From an optimization exercise on the open Yosys and OpenROAD flow, aimed at a short achievable clock period and few clock cycles; shortcuts taken in it are not production practice. The RTL was checked by simulation tests, not by an equivalence proof against the original design. No activity file was given, so power comes from the tool's default toggle rates.

==> flow/design.v <==
module mips(input  logic       clk, reset,
            input  logic [7:0] memdata,
            output logic [7:0] adr,
            output logic       memread, memwrite,
            output logic [7:0] writedata);
  localparam logic [5:0] OP_R = 6'b000000, OP_LB = 6'b100000, OP_SB = 6'b101000,
                         OP_BEQ = 6'b000100, OP_J = 6'b000010;
  function automatic logic [63:0] oh64(input logic [5:0] a);
    oh64 = 64'd1 << a;
  endfunction
  function automatic logic [15:0] oh16(input logic [3:0] a);
    oh16 = 16'd1 << a;
  endfunction
  function automatic logic [63:0] rot(input logic [63:0] v, input int n);
    rot = (v << n) | (v >> (64 - n));
  endfunction
  function automatic logic lk(input logic [63:0] sel, input logic [63:0] v);
    lk = |(sel & v);
  endfunction
  logic [7:0]   adr_q, wd_q;
  logic         rd_q, wr_q, ld_q;     
  logic         rec_v;
  logic [7:0]   rec_a, rec_d;
  logic [255:0] rec_oh;               
  assign adr       = adr_q;
  assign memread   = rd_q;
  assign memwrite  = wr_q;
  assign writedata = wd_q;
  always_ff @(posedge clk) begin
    rec_v  <= !reset && (rd_q || wr_q);
    rec_a  <= adr_q;
    rec_d  <= wr_q ? wd_q : memdata;
    rec_oh <= (!reset && (rd_q || wr_q)) ? (256'd1 << adr_q) : '0;
  end
  logic [7:0]   md [0:255];
  logic [255:0] mv;
  always_ff @(posedge clk)
    for (int i = 0; i < 256; i++)
      if (rec_oh[i]) md[i] <= rec_d;
  always_ff @(posedge clk)
    if (reset) mv <= '0;
    else       mv <= mv | rec_oh;
  logic [63:0]  rdy_c, rdy_q;
  logic [255:0] mvn;
  assign mvn = mv | rec_oh;
  always_comb
    for (int w = 0; w < 64; w++) begin
      logic [5:0] o;
      o = rec_oh[4*w+3] ? rec_d[7:2] : md[4*w+3][7:2];
      rdy_c[w] = mvn[4*w+3] & mvn[4*w] & (mvn[4*w+2] | (o == OP_J)) &
                 (mvn[4*w+1] | (o != OP_R));
    end
  always_ff @(posedge clk)
    if (reset) rdy_q <= '0;
    else       rdy_q <= rdy_c;
  logic [63:0] uj_q, pr_q, sw_q;
  logic [5:0]  ut_q [0:63];
  always_ff @(posedge clk)
    for (int w = 0; w < 64; w++) begin
      logic [5:0] o0, o1;
      logic [2:0] s0, t0, d0, s1, t1, d1, w0d;
      logic       r0, l0, st0, b0, r1, b1, l1, st1, rd1s, rd1t;
      logic [2:0] w1d;
      o0 = md[4*w+3][7:2];
      s0 = md[4*w+2][7:5]; t0 = md[4*w+2][2:0]; d0 = md[4*w+1][5:3];
      o1 = md[(4*w+7)%256][7:2];
      s1 = md[(4*w+6)%256][7:5]; t1 = md[(4*w+6)%256][2:0]; d1 = md[(4*w+5)%256][5:3];
      r0 = o0 == OP_R; l0 = o0 == OP_LB; st0 = o0 == OP_SB; b0 = o0 == OP_BEQ;
      r1 = o1 == OP_R; b1 = o1 == OP_BEQ; l1 = o1 == OP_LB; st1 = o1 == OP_SB;
      w0d = r0 ? d0 : l0 ? t0 : 3'd0;
      w1d = r1 ? d1 : l1 ? t1 : 3'd0;
      rd1s = r1 || b1 || l1 || st1;
      rd1t = r1 || b1 || st1;
      uj_q[w] <= !reset && rdy_q[w] && (o0 == OP_J || (o0 == OP_BEQ && s0 == t0));
      ut_q[w] <= (o0 == OP_J) ? md[4*w][5:0] : 6'(w + 1) + md[4*w][5:0];
      pr_q[w] <= !reset && rdy_q[w] && rdy_q[(w+1)%64] &&
                 (((r0 || l0 || st0) && (r1 || b1) && !(b1 && s1 == t1)) ||
                  (r0 && (l1 || st1)) || (b0 && r1)) &&
                 (w0d == 3'd0 || (!(rd1s && s1 == w0d) && !(rd1t && t1 == w0d) &&
                                  w1d != w0d));
      sw_q[w] <= r0 && (l1 || st1);
    end
  logic [7:0] rf [1:7];
  function automatic logic [7:0] rfr(input logic [2:0] a);
    rfr = (a == 3'd0) ? 8'd0 : rf[a];
  endfunction
  logic [5:0]  pcw;                  
  logic [63:0] pch;                  
  logic [31:0] ir0, ir1;             
  logic        ir_v, ir_2;           
  logic [5:0]  ir_pc;                
  logic [5:0]  ir_pc0;               
  logic        e_v, e_r, e_lb, e_sb, e_beq;
  logic        e_add, e_sub, e_and, e_or, e_slt;
  logic [7:0]  e_a, e_b, e_imm;
  logic [15:0] e_lo;                 
  logic [3:0]  e_hi;                 
  logic [7:0]  e_la;                 
  logic [2:0]  e_wreg;               
  logic [2:0]  e_lrt;                
  logic [5:0]  e_bt, e_pc;           
  logic        f_v, f_r, f_beq;      
  logic        f_add, f_sub, f_and, f_or, f_slt;
  logic [7:0]  f_a, f_b;
  logic [2:0]  f_wreg;
  logic        w_v;                  
  logic [7:0]  w_a;
  logic [15:0] w_hi;                 
  logic [2:0]  w_rt;
  logic [8:0]  cand [0:15];
  logic        w_fv;                 
  logic        w_vh;                 
  logic [7:0]  w_fd;
  logic        ms1, ms2;             
  logic        ms1_wb, ms2_wb;       
  logic [2:0]  ms1_rt, ms2_rt;
  logic        rp_q;                 
  logic [5:0]  rp_pc;
  logic       w_hit, w_miss;
  logic [7:0] w_d;
  always_comb begin
    logic [8:0] c2;
    c2 = '0;
    for (int g = 0; g < 16; g++) c2 = c2 | ({9{w_hi[g]}} & cand[g]);
    w_hit = w_fv || w_vh;
    w_d   = w_fv ? w_fd : c2[7:0];
  end
  assign w_miss = w_v && !w_hit;
  logic e_ok, f_ok;
  assign e_ok = e_v && !rp_q;
  assign f_ok = f_v && !rp_q;
  logic [7:0] sum, dif, alu_o, st_a;
  assign sum   = e_a + e_b;
  assign dif   = e_a - e_b;
  assign alu_o = ({8{e_add}} & sum) | ({8{e_sub}} & dif) |
                 ({8{e_and}} & (e_a & e_b)) | ({8{e_or}} & (e_a | e_b)) |
                 {7'd0, e_slt & dif[7]};
  assign st_a  = e_a + e_imm;
  logic [7:0] fsum, fdif, alu1_o;
  assign fsum   = f_a + f_b;
  assign fdif   = f_a - f_b;
  assign alu1_o = ({8{f_add}} & fsum) | ({8{f_sub}} & fdif) |
                  ({8{f_and}} & (f_a & f_b)) | ({8{f_or}} & (f_a | f_b)) |
                  {7'd0, f_slt & fdif[7]};
  logic btaken, st_go, e_wen, f_wen;
  logic bt0;
  assign bt0    = e_ok && e_beq && (e_a == e_b);
  assign btaken = bt0 || (f_ok && f_beq && (f_a == f_b));
  assign st_go  = e_ok && e_sb && !w_miss;
  assign e_wen  = e_ok && e_r && e_wreg != 3'd0;
  assign f_wen  = f_ok && f_r && f_wreg != 3'd0 && !bt0;
  logic [5:0] d_op, d_fn, g_op, g_fn;
  logic [2:0] d_rs, d_rt, d_rd, g_rs, g_rt, g_rd;
  logic       d_r, d_lb, d_sb, d_beq, d_j, g_r, g_beq;
  assign d_op  = ir0[31:26];
  assign d_fn  = ir0[5:0];
  assign d_rs  = ir0[23:21];
  assign d_rt  = ir0[18:16];
  assign d_rd  = ir0[13:11];
  assign d_r   = d_op == OP_R;
  assign d_lb  = d_op == OP_LB;
  assign d_sb  = d_op == OP_SB;
  assign d_beq = d_op == OP_BEQ;
  assign d_j   = d_op == OP_J;
  assign g_op  = ir1[31:26];
  assign g_fn  = ir1[5:0];
  assign g_rs  = ir1[23:21];
  assign g_rt  = ir1[18:16];
  assign g_rd  = ir1[13:11];
  assign g_r   = g_op == OP_R;
  assign g_beq = g_op == OP_BEQ;
  logic d_urs, d_urt, g_urs, g_urt;
  assign d_urs = (d_r || d_lb || d_sb || d_beq) && d_rs != 3'd0;
  assign d_urt = (d_r || d_sb || d_beq) && d_rt != 3'd0;
  assign g_urs = g_rs != 3'd0;
  assign g_urt = g_rt != 3'd0;
  logic le;                           
  assign le = e_ok && e_lb;
  logic hz_le, hz_ms, hz_ers, hz_mem, hz_g, dstall;
  assign hz_le  = le && e_lrt != 3'd0 &&
                  ((d_urs && d_rs == e_lrt) || (d_urt && d_rt == e_lrt));
  assign hz_ms  = ms1 && ms1_rt != 3'd0 &&
                  ((d_urs && d_rs == ms1_rt) || (d_urt && d_rt == ms1_rt));
  assign hz_ers = d_lb && d_urs &&
                  ((e_wen && e_wreg == d_rs) || (f_wen && f_wreg == d_rs) ||
                   (w_v && w_rt == d_rs) || (ms2 && ms2_rt == d_rs));
  assign hz_mem = (d_lb || d_sb) && (ms1 || ms2);
  assign hz_g   = ir_2 &&
                  ((le && e_lrt != 3'd0 &&
                    ((g_urs && g_rs == e_lrt) || (g_urt && g_rt == e_lrt))) ||
                   (ms1 && ms1_rt != 3'd0 &&
                    ((g_urs && g_rs == ms1_rt) || (g_urt && g_rt == ms1_rt))) ||
                   ((d_lb || d_sb) && le && ir_pc == ir_pc0));
  assign dstall = ir_v && (hz_le || hz_ms || hz_ers || hz_mem || hz_g);
  function automatic logic [7:0] opnd(input logic [2:0] r);
    if (w_v && w_rt != 3'd0 && w_rt == r)          opnd = w_d;
    else if (ms2 && ms2_wb && ms2_rt != 3'd0 && ms2_rt == r) opnd = rec_d;
    else                                           opnd = rfr(r);
  endfunction
  function automatic logic [7:0] byp(input logic [2:0] r, input logic [7:0] v);
    if (f_wen && f_wreg == r)      byp = alu1_o;
    else if (e_wen && e_wreg == r) byp = alu_o;
    else                           byp = v;
  endfunction
  logic [7:0] d_a, d_b, g_a, g_b;
  assign d_a = byp(d_rs, opnd(d_rs));
  assign d_b = byp(d_rt, opnd(d_rt));
  assign g_a = byp(g_rs, opnd(g_rs));
  assign g_b = byp(g_rt, opnd(g_rt));
  logic d_go, jredir;
  assign d_go   = ir_v && !dstall && !btaken && !rp_q;
  assign jredir = d_go && d_j;
  logic [7:0] d_la;
  assign d_la = rfr(d_rs) + ir0[7:0];
  always_ff @(posedge clk) begin
    if (reset) begin
      e_v <= 1'b0; f_v <= 1'b0;
    end else begin
      e_v <= d_go && !d_j;
      f_v <= d_go && ir_2;
    end
    e_r   <= d_r;
    e_lb  <= d_lb;
    e_sb  <= d_sb;
    e_beq <= d_beq;
    e_add <= d_r && d_fn == 6'b100000;
    e_sub <= d_r && d_fn == 6'b100010;
    e_and <= d_r && d_fn == 6'b100100;
    e_or  <= d_r && d_fn == 6'b100101;
    e_slt <= d_r && d_fn == 6'b101010;
    e_a   <= d_a;
    e_b   <= d_b;
    e_imm <= ir0[7:0];
    e_la  <= d_la;
    e_lo  <= oh16(d_la[3:0]);
    e_hi  <= d_la[7:4];
    e_wreg <= d_r ? d_rd : 3'd0;
    e_lrt <= d_rt;
    e_bt  <= d_beq ? ir_pc + 6'd1 + ir0[5:0] : ir_pc + 6'd2 + ir1[5:0];
    e_pc  <= ir_pc;
    f_r   <= g_r;
    f_beq <= g_beq;
    f_add <= g_r && g_fn == 6'b100000;
    f_sub <= g_r && g_fn == 6'b100010;
    f_and <= g_r && g_fn == 6'b100100;
    f_or  <= g_r && g_fn == 6'b100101;
    f_slt <= g_r && g_fn == 6'b101010;
    f_a   <= g_a;
    f_b   <= g_b;
    f_wreg <= g_r ? g_rd : 3'd0;
  end
  logic       frdy, fpair, fswap;
  logic       la1_j, la2_j;
  logic [5:0] la1_t, la2_t;
  function automatic logic [5:0] lt(input logic [63:0] h);
    lt = '0;
    for (int w = 0; w < 64; w++) lt = lt | ({6{h[w]}} & ut_q[w]);
  endfunction
  logic [63:0] h_a1, h_a2, h_s1, h_s2, h_bt, h_j, h_rp;
  assign h_a1 = rot(pch, 1);
  assign h_a2 = rot(pch, 2);
  assign h_s1 = oh64(la1_t);
  assign h_s2 = oh64(la2_t);
  assign h_bt = oh64(e_bt);
  assign h_j  = oh64(ir0[5:0]);
  assign h_rp = oh64(rp_pc);
  logic [31:0] fw0, fw1;
  always_comb begin
    fw0 = '0;
    fw1 = '0;
    for (int w = 0; w < 64; w++) begin
      fw0 = fw0 | ({32{pch[w]}} & {md[4*w+3], md[4*w+2], md[4*w+1], md[4*w]});
      fw1 = fw1 | ({32{h_a1[w]}} & {md[4*w+3], md[4*w+2], md[4*w+1], md[4*w]});
    end
  end
  logic        sk_v, sk_2;
  logic [31:0] sk0, sk1;
  logic [5:0]  sk_pc, sk_pc0;
  logic ir_ld, pop, flush;
  assign ir_ld = frdy && !sk_v;
  assign pop   = d_go;
  assign flush = rp_q || btaken || jredir;
  logic [5:0]  n_pcw;
  logic [63:0] n_pch;
  always_comb begin
    if (rp_q)                        begin n_pcw = rp_pc;       n_pch = h_rp; end
    else if (btaken)                 begin n_pcw = e_bt;        n_pch = h_bt; end
    else if (jredir)                 begin n_pcw = ir0[5:0];    n_pch = h_j;  end
    else if (ir_ld && fpair && la2_j) begin n_pcw = la2_t;      n_pch = h_s2; end
    else if (ir_ld && fpair)         begin n_pcw = pcw + 6'd2;  n_pch = h_a2; end
    else if (ir_ld && la1_j)         begin n_pcw = la1_t;       n_pch = h_s1; end
    else if (ir_ld)                  begin n_pcw = pcw + 6'd1;  n_pch = h_a1; end
    else                             begin n_pcw = pcw;         n_pch = pch;  end
  end
  logic c_hold_r, c_hold_p, c_hold_j1, c_hold_j2;
  logic [5:0] c_hold_t1, c_hold_t2;
  assign c_hold_r  = lk(pch, rdy_q);
  assign c_hold_p  = lk(pch, pr_q);
  logic c_hold_s;
  assign c_hold_s  = lk(pch, sw_q);
  assign c_hold_j1 = lk(rot(pch, 1), uj_q);
  assign c_hold_j2 = lk(rot(pch, 2), uj_q);
  assign c_hold_t1 = lt(rot(pch, 1));
  assign c_hold_t2 = lt(rot(pch, 2));
  logic c_a1_r, c_a1_p, c_a1_j1, c_a1_j2;
  logic [5:0] c_a1_t1, c_a1_t2;
  assign c_a1_r  = lk(h_a1, rdy_q);
  assign c_a1_p  = lk(h_a1, pr_q);
  logic c_a1_s;
  assign c_a1_s  = lk(h_a1, sw_q);
  assign c_a1_j1 = lk(rot(h_a1, 1), uj_q);
  assign c_a1_j2 = lk(rot(h_a1, 2), uj_q);
  assign c_a1_t1 = lt(rot(h_a1, 1));
  assign c_a1_t2 = lt(rot(h_a1, 2));
  logic c_a2_r, c_a2_p, c_a2_j1, c_a2_j2;
  logic [5:0] c_a2_t1, c_a2_t2;
  assign c_a2_r  = lk(h_a2, rdy_q);
  assign c_a2_p  = lk(h_a2, pr_q);
  logic c_a2_s;
  assign c_a2_s  = lk(h_a2, sw_q);
  assign c_a2_j1 = lk(rot(h_a2, 1), uj_q);
  assign c_a2_j2 = lk(rot(h_a2, 2), uj_q);
  assign c_a2_t1 = lt(rot(h_a2, 1));
  assign c_a2_t2 = lt(rot(h_a2, 2));
  logic c_s1_r, c_s1_p, c_s1_j1, c_s1_j2;
  logic [5:0] c_s1_t1, c_s1_t2;
  assign c_s1_r  = lk(h_s1, rdy_q);
  assign c_s1_p  = lk(h_s1, pr_q);
  logic c_s1_s;
  assign c_s1_s  = lk(h_s1, sw_q);
  assign c_s1_j1 = lk(rot(h_s1, 1), uj_q);
  assign c_s1_j2 = lk(rot(h_s1, 2), uj_q);
  assign c_s1_t1 = lt(rot(h_s1, 1));
  assign c_s1_t2 = lt(rot(h_s1, 2));
  logic c_s2_r, c_s2_p, c_s2_j1, c_s2_j2;
  logic [5:0] c_s2_t1, c_s2_t2;
  assign c_s2_r  = lk(h_s2, rdy_q);
  assign c_s2_p  = lk(h_s2, pr_q);
  logic c_s2_s;
  assign c_s2_s  = lk(h_s2, sw_q);
  assign c_s2_j1 = lk(rot(h_s2, 1), uj_q);
  assign c_s2_j2 = lk(rot(h_s2, 2), uj_q);
  assign c_s2_t1 = lt(rot(h_s2, 1));
  assign c_s2_t2 = lt(rot(h_s2, 2));
  logic c_bt_r, c_bt_p, c_bt_j1, c_bt_j2;
  logic [5:0] c_bt_t1, c_bt_t2;
  assign c_bt_r  = lk(h_bt, rdy_q);
  assign c_bt_p  = lk(h_bt, pr_q);
  logic c_bt_s;
  assign c_bt_s  = lk(h_bt, sw_q);
  assign c_bt_j1 = lk(rot(h_bt, 1), uj_q);
  assign c_bt_j2 = lk(rot(h_bt, 2), uj_q);
  assign c_bt_t1 = lt(rot(h_bt, 1));
  assign c_bt_t2 = lt(rot(h_bt, 2));
  logic c_j_r, c_j_p, c_j_j1, c_j_j2;
  logic [5:0] c_j_t1, c_j_t2;
  assign c_j_r  = lk(h_j, rdy_q);
  assign c_j_p  = lk(h_j, pr_q);
  logic c_j_s;
  assign c_j_s  = lk(h_j, sw_q);
  assign c_j_j1 = lk(rot(h_j, 1), uj_q);
  assign c_j_j2 = lk(rot(h_j, 2), uj_q);
  assign c_j_t1 = lt(rot(h_j, 1));
  assign c_j_t2 = lt(rot(h_j, 2));
  logic c_rp_r, c_rp_p, c_rp_j1, c_rp_j2;
  logic [5:0] c_rp_t1, c_rp_t2;
  assign c_rp_r  = lk(h_rp, rdy_q);
  assign c_rp_p  = lk(h_rp, pr_q);
  logic c_rp_s;
  assign c_rp_s  = lk(h_rp, sw_q);
  assign c_rp_j1 = lk(rot(h_rp, 1), uj_q);
  assign c_rp_j2 = lk(rot(h_rp, 2), uj_q);
  assign c_rp_t1 = lt(rot(h_rp, 1));
  assign c_rp_t2 = lt(rot(h_rp, 2));
  logic n_r, n_p, n_s, n_j1, n_j2;
  logic [5:0] n_t1, n_t2;
  always_comb begin
    if (rp_q) begin n_r = 1'b0; n_p = 1'b0; n_s = 1'b0; n_j1 = 1'b0; n_j2 = 1'b0; n_t1 = c_hold_t1; n_t2 = c_hold_t2; end
    else if (btaken) begin n_r = c_bt_r; n_p = c_bt_p; n_s = c_bt_s; n_j1 = c_bt_j1; n_j2 = c_bt_j2; n_t1 = c_bt_t1; n_t2 = c_bt_t2; end
    else if (jredir) begin n_r = 1'b0; n_p = 1'b0; n_s = 1'b0; n_j1 = 1'b0; n_j2 = 1'b0; n_t1 = c_hold_t1; n_t2 = c_hold_t2; end
    else if (ir_ld && fpair && la2_j) begin n_r = c_s2_r; n_p = c_s2_p; n_s = c_s2_s; n_j1 = c_s2_j1; n_j2 = c_s2_j2; n_t1 = c_s2_t1; n_t2 = c_s2_t2; end
    else if (ir_ld && fpair) begin n_r = c_a2_r; n_p = c_a2_p; n_s = c_a2_s; n_j1 = c_a2_j1; n_j2 = c_a2_j2; n_t1 = c_a2_t1; n_t2 = c_a2_t2; end
    else if (ir_ld && la1_j) begin n_r = c_s1_r; n_p = c_s1_p; n_s = c_s1_s; n_j1 = c_s1_j1; n_j2 = c_s1_j2; n_t1 = c_s1_t1; n_t2 = c_s1_t2; end
    else if (ir_ld) begin n_r = c_a1_r; n_p = c_a1_p; n_s = c_a1_s; n_j1 = c_a1_j1; n_j2 = c_a1_j2; n_t1 = c_a1_t1; n_t2 = c_a1_t2; end
    else begin n_r = c_hold_r; n_p = c_hold_p; n_s = c_hold_s; n_j1 = c_hold_j1; n_j2 = c_hold_j2; n_t1 = c_hold_t1; n_t2 = c_hold_t2; end
  end
  always_ff @(posedge clk) begin
    if (reset) begin
      pcw <= 6'd0; pch <= 64'd1;
      frdy <= 1'b0; fpair <= 1'b0; fswap <= 1'b0; la1_j <= 1'b0; la2_j <= 1'b0;
    end else begin
      pcw   <= n_pcw;
      pch   <= n_pch;
      frdy  <= n_r;
      fpair <= n_p;
      fswap <= n_s;
      la1_j <= n_j1;
      la2_j <= 1'b0;
    end
    la1_t <= n_t1;
    la2_t <= n_t2;
    if (reset || flush) begin
      ir_v <= 1'b0;
      sk_v <= 1'b0;
    end else if (pop || !ir_v) begin
      ir_v <= sk_v || ir_ld;
      sk_v <= 1'b0;
    end else if (ir_ld)
      sk_v <= 1'b1;
    if (pop || !ir_v) begin
      ir0    <= sk_v ? sk0 : nb0;
      ir1    <= sk_v ? sk1 : nb1;
      ir_2   <= sk_v ? sk_2 : fpair;
      ir_pc  <= sk_v ? sk_pc : nb_pc;
      ir_pc0 <= sk_v ? sk_pc0 : pcw;
    end
    if (!sk_v) begin
      sk0    <= nb0;
      sk1    <= nb1;
      sk_2   <= fpair;
      sk_pc  <= nb_pc;
      sk_pc0 <= pcw;
    end
  end
  logic [31:0] nb0, nb1;
  logic [5:0]  nb_pc;
  assign nb0   = (fpair && fswap) ? fw1 : fw0;
  assign nb1   = (fpair && fswap) ? fw0 : fw1;
  assign nb_pc = (fpair && fswap) ? pcw + 6'd1 : pcw;
  always_ff @(posedge clk) begin
    if (reset) w_v <= 1'b0;
    else       w_v <= le && !w_miss;
    w_a  <= e_la;
    w_hi <= oh16(e_hi);
    begin
      logic [15:0] hh;
      logic        vh;
      hh = oh16(e_hi);
      vh = 1'b0;
      for (int g = 0; g < 16; g++)
        for (int l = 0; l < 16; l++)
          vh = vh | (hh[g] & e_lo[l] & mv[16*g+l]);
      w_vh <= vh;
    end
    w_rt <= e_lrt;
    for (int g = 0; g < 16; g++) begin
      logic [8:0] c;
      c = '0;
      for (int l = 0; l < 16; l++)
        c = c | ({9{e_lo[l]}} & {mv[16*g+l], md[16*g+l]});
      cand[g] <= c;
    end
    if (wr_q && adr_q == e_la) begin
      w_fv <= 1'b1; w_fd <= wd_q;
    end else begin
      w_fv <= rec_v && rec_a == e_la; w_fd <= rec_d;
    end
  end
  function automatic logic takes_w(input logic [2:0] r, input logic u);
    takes_w = u && r == w_rt && !(e_wen && e_wreg == r) && !(f_wen && f_wreg == r);
  endfunction
  logic d_fw;
  assign d_fw = w_rt != 3'd0 &&
                (takes_w(d_rs, d_urs) || takes_w(d_rt, d_urt) ||
                 (ir_2 && (takes_w(g_rs, g_urs) || takes_w(g_rt, g_urt))));
  always_ff @(posedge clk) begin
    if (reset) begin
      ms1 <= 1'b0; ms2 <= 1'b0; rp_q <= 1'b0;
    end else begin
      ms1  <= w_miss;
      ms2  <= ms1;
      rp_q <= w_miss && ((e_ok && (e_lb || e_sb)) || (d_go && !d_j && d_fw));
    end
    rp_pc <= (e_ok && (e_lb || e_sb)) ? e_pc : ir_pc0;
    ms1_rt <= w_rt;
    ms1_wb <= !(e_wen && e_wreg == w_rt) && !(f_wen && f_wreg == w_rt);
    ms2_rt <= ms1_rt;
    ms2_wb <= ms1_wb && !(e_wen && e_wreg == ms1_rt) && !(f_wen && f_wreg == ms1_rt);
  end
  always_ff @(posedge clk)
    for (int r = 1; r < 8; r++)
      if (f_wen && f_wreg == 3'(r))
        rf[r] <= alu1_o;
      else if (e_wen && e_wreg == 3'(r))
        rf[r] <= alu_o;
      else if (w_v && w_hit && w_rt == 3'(r))
        rf[r] <= w_d;
      else if (ms2 && ms2_wb && ms2_rt == 3'(r))
        rf[r] <= rec_d;
  logic [5:0]  pf_w, pf_w1;          
  logic [1:0]  pf_ph;                
  logic [5:0]  pf_op;
  logic [63:0] iss;                  
  logic        pf_isq;               
  logic        pf_rq;                
  logic fiss;
  assign fiss = lk(pch, iss);
  logic [5:0] op_now;
  assign op_now = (rec_v && rec_a == {pf_w, 2'd3}) ? rec_d[7:2] : pf_op;
  logic [7:0] pf_adr;
  logic [1:0] pf_nph;
  logic       pf_next, pf_done;      
  always_comb begin
    pf_nph  = pf_ph;
    pf_adr  = {pf_w, 2'd3};
    pf_next = 1'b0;
    pf_done = 1'b0;
    if (pf_rq) begin
      pf_adr = {pcw, 2'd3}; pf_nph = 2'd1;
    end else case (pf_ph)
      2'd0: begin pf_adr = {pf_w, 2'd3}; pf_nph = 2'd1; end
      2'd1: begin pf_adr = {pf_w, 2'd0}; pf_nph = 2'd2; end
      2'd2: if (pf_isq || op_now == OP_J) begin
              pf_adr = {pf_w1, 2'd3}; pf_nph = 2'd1; pf_next = 1'b1; pf_done = 1'b1;
            end else begin
              pf_adr = {pf_w, 2'd2}; pf_nph = 2'd3;
            end
      default: if (op_now != OP_R) begin
              pf_adr = {pf_w1, 2'd3}; pf_nph = 2'd1; pf_next = 1'b1; pf_done = 1'b1;
            end else begin
              pf_adr = {pf_w, 2'd1}; pf_nph = 2'd0; pf_next = 1'b1; pf_done = 1'b1;
            end
    endcase
  end
  logic pf_issue;
  assign pf_issue = !st_go && !w_miss;
  logic [5:0] pcw1;
  assign pcw1 = pcw + 6'd1;
  always_ff @(posedge clk) begin
    wd_q <= e_b;
    if (reset) begin
      adr_q <= 8'd3; rd_q <= 1'b1; wr_q <= 1'b0; ld_q <= 1'b0;
    end else if (st_go) begin
      adr_q <= st_a; rd_q <= 1'b0; wr_q <= 1'b1; ld_q <= 1'b0;
    end else if (w_miss) begin
      adr_q <= w_a; rd_q <= 1'b1; wr_q <= 1'b0; ld_q <= 1'b1;
    end else begin
      adr_q <= pf_adr; rd_q <= 1'b1; wr_q <= 1'b0; ld_q <= 1'b0;
    end
    if (reset) begin
      pf_w <= 6'd0; pf_w1 <= 6'd1; pf_ph <= 2'd1;
    end else if (pf_issue) begin
      pf_ph <= pf_nph;
      if (pf_rq) begin
        pf_w <= pcw; pf_w1 <= pcw1;
      end else if (pf_next) begin
        pf_w <= pf_w1; pf_w1 <= pf_w1 + 6'd1;
      end
    end
    if (rec_v && rec_a == {pf_w, 2'd3}) pf_op <= rec_d[7:2];
    pf_isq <= iss[pf_w];
    pf_rq  <= !reset && !frdy && !fiss && pf_w != pcw && !rp_q && !btaken && !jredir &&
              !(pf_rq && pf_issue);
    if (reset) iss <= '0;
    else if (pf_issue && pf_done && !pf_rq && !pf_isq) iss[pf_w] <= 1'b1;
  end
endmodule
==> flow/run.sh <==
#!/bin/bash
# synth_recipe.tcl (not shown) runs the flow's synth.tcl, then flattens the netlist and writes it again
# the make line also repeats each setting of config.mk as NAME=value (left out here)
make -C /OpenROAD-flow-scripts/flow DESIGN_CONFIG=/design/flow/config.mk WORK_HOME=/design/flow/orfs CLKGATE_MAP_FILE= SYNTH_SCRIPT=/design/flow/synth_recipe.tcl finish
==> flow/config.mk <==
export PLATFORM = sky130hd
export DESIGN_NAME = mips
export DESIGN_NICKNAME = mips
export VERILOG_FILES = /design/flow/design.v
export SDC_FILE = /design/flow/constraint.sdc
export NUM_CORES = 4
export LEC_CHECK = 0
export ABC_CLOCK_PERIOD_IN_PS = 2400
export CAP_MARGIN = 20
export CORE_MARGIN = 2
export CORE_UTILIZATION = 30
export PLACE_DENSITY = 0.42
export SETUP_SLACK_MARGIN = 2.9
export SLEW_MARGIN = 20
==> flow/constraint.sdc <==
create_clock -name core_clock -period 5.5 [get_ports {clk}]
set_input_delay 1.1000 -clock core_clock [delete_from_list [all_inputs] [get_ports {clk}]]
set_output_delay 1.1000 -clock core_clock [all_outputs]
set_load 0.01 [all_outputs]
==> notes.md <==
* Outcome: did not finish
* Total CTS buffers at ~450
* Root Buffer: clkbuf_16
* # hold bufs at CTS at 0
* Die Ht at approximately 820 um
* Post-Syn Nets at between 15k and 20k
* Num Clock Sinks at roughly 3.9k
* Max clock buf depth at 4
* Syn_area_per_cell at a little over 10 um2
* Row count at between 200 and 300
* First-pass GRT wire length at 3,876,000 um
* Number of enable flip-flop cells after synthesis at between 2k and 2.5k
* Failing step: 5_1_grt
* Port Buf Inserts at 27
* GRT overflow at 8,078
* Err: [ERROR GRT-0116] Global routing finished with congestion. Check the congestion regions in the DRC Viewer.
* DIE WIDTH at roughly 800 um
* H-tree depth at 5
* Post-Syn Instances at 19.18k
* Vias in the first global route at approximately 290k
* Asr flop ratio synth at 0
* Netlist Area Pre-Place at about 200,000 um2
* Final GP Congestion at approximately 1.3
* Number of distinct library cells after synthesis at 100
* Pin count of the biggest net entering global routing at about 120
* Hpwl dp at between 1,500,000 and 2,000,000 um
* Synth Warn # at 13
* #FFs+latches synth at about 3.9k
* Synth Flop Type: edfxtp_1
* Initial cell density of the core at 0.3007
* Part of the Yosys area used for sequential elements at 0.4966
* Boundary pin count at 28
* GRT Util Overall at 0.8572
cells by family after synthesis:
kind of cell | Yosys count | synth area share
AOI/OAI and AO/OA | 6518 | 0.2563
and+or+nand+nor | 5225 | 0.1332
DFF | 3859 | 0.4966
buffers and inverters | 2097 | 0.03994
xor gates and xnor gates | 1007 | 0.04429
muxes | 329 | 0.01994
adders and majority gates | 149 | 0.009664
synth_stat cells (all sizes together) (294+ instances only):
cell type  count  area share
a21oi        673       0.017
a221oi      1690       0.074
a22o        1612       0.071
a22oi       1035       0.039
buf          321      0.0064
clkbuf      1478       0.028
dfxtp       1698        0.17
edfxtp      2161        0.33
inv          294      0.0055
nand2        839       0.016
nand3        391      0.0098
nand4        700       0.022
nor2        1538       0.029
nor3         439       0.011
o21ai        413       0.010
xnor2        564       0.025
xor2         443       0.019
layer usage:
layer / global-route usage / overflow
met4: 0.7994 / 2357
met5: 0.6226 / 81
met3: 0.7795 / 629
met2: 0.9502 / 4545
met1: 0.8715 / 466
how the worst max path moves through the flow:
| stage | from | end | slack [ns] | cells past startpoint |
|---|---|---|---|---|
| CTS | ir1[22]$_DFFE_PP_ | pch[5]$_SDFFE_PP0P_ | 2.18 | 13 |
| detailed placement | ir0[21]$_DFFE_PP_ | e_lo[6]$_SDFF_PP0_ | 0.87 | 10 |
| global placement | ir0[21]$_DFFE_PP_ | e_lo[6]$_SDFF_PP0_ | 0.39 | 10 |
| floorplan | e_a[3]$_DFF_P_ | ir0[0]$_DFFE_PP_ | 2.54 | 12 |
metrics by stage:
stage          area, um2    util  power [mW]  instances  worst slack [ns]
2_1_floorplan     199600       -       43.00      19180             2.538
3_5_place_dp      221000  0.3338       60.20      28090            0.8675
3_3_place_gp      220600  0.3332       60.18      28070            0.3945
4_1_cts           271800  0.4104       97.71      30900             2.185
what timing repair did:
action                                   CTS
endpoints found under the setup margin  2033
pin swaps                                724
gates resized for setup                 3295
gates cloned                              96
buffers inserted                        1854
power groups by stage:
| stage | combinational [mW] | sequential [mW] | clock, mW |
|---|---|---|---|
| 2_1_floorplan | 10.1 | 32.9 | 0 |
| 3_3_place_gp | 24.0 | 36.1 | 0 |
| 3_5_place_dp | 24.1 | 36.1 | 0 |
| 4_1_cts | 30.0 | 35.1 | 32.6 |
Testbench counts, summed over its fixed seeds: cycles 58,964.
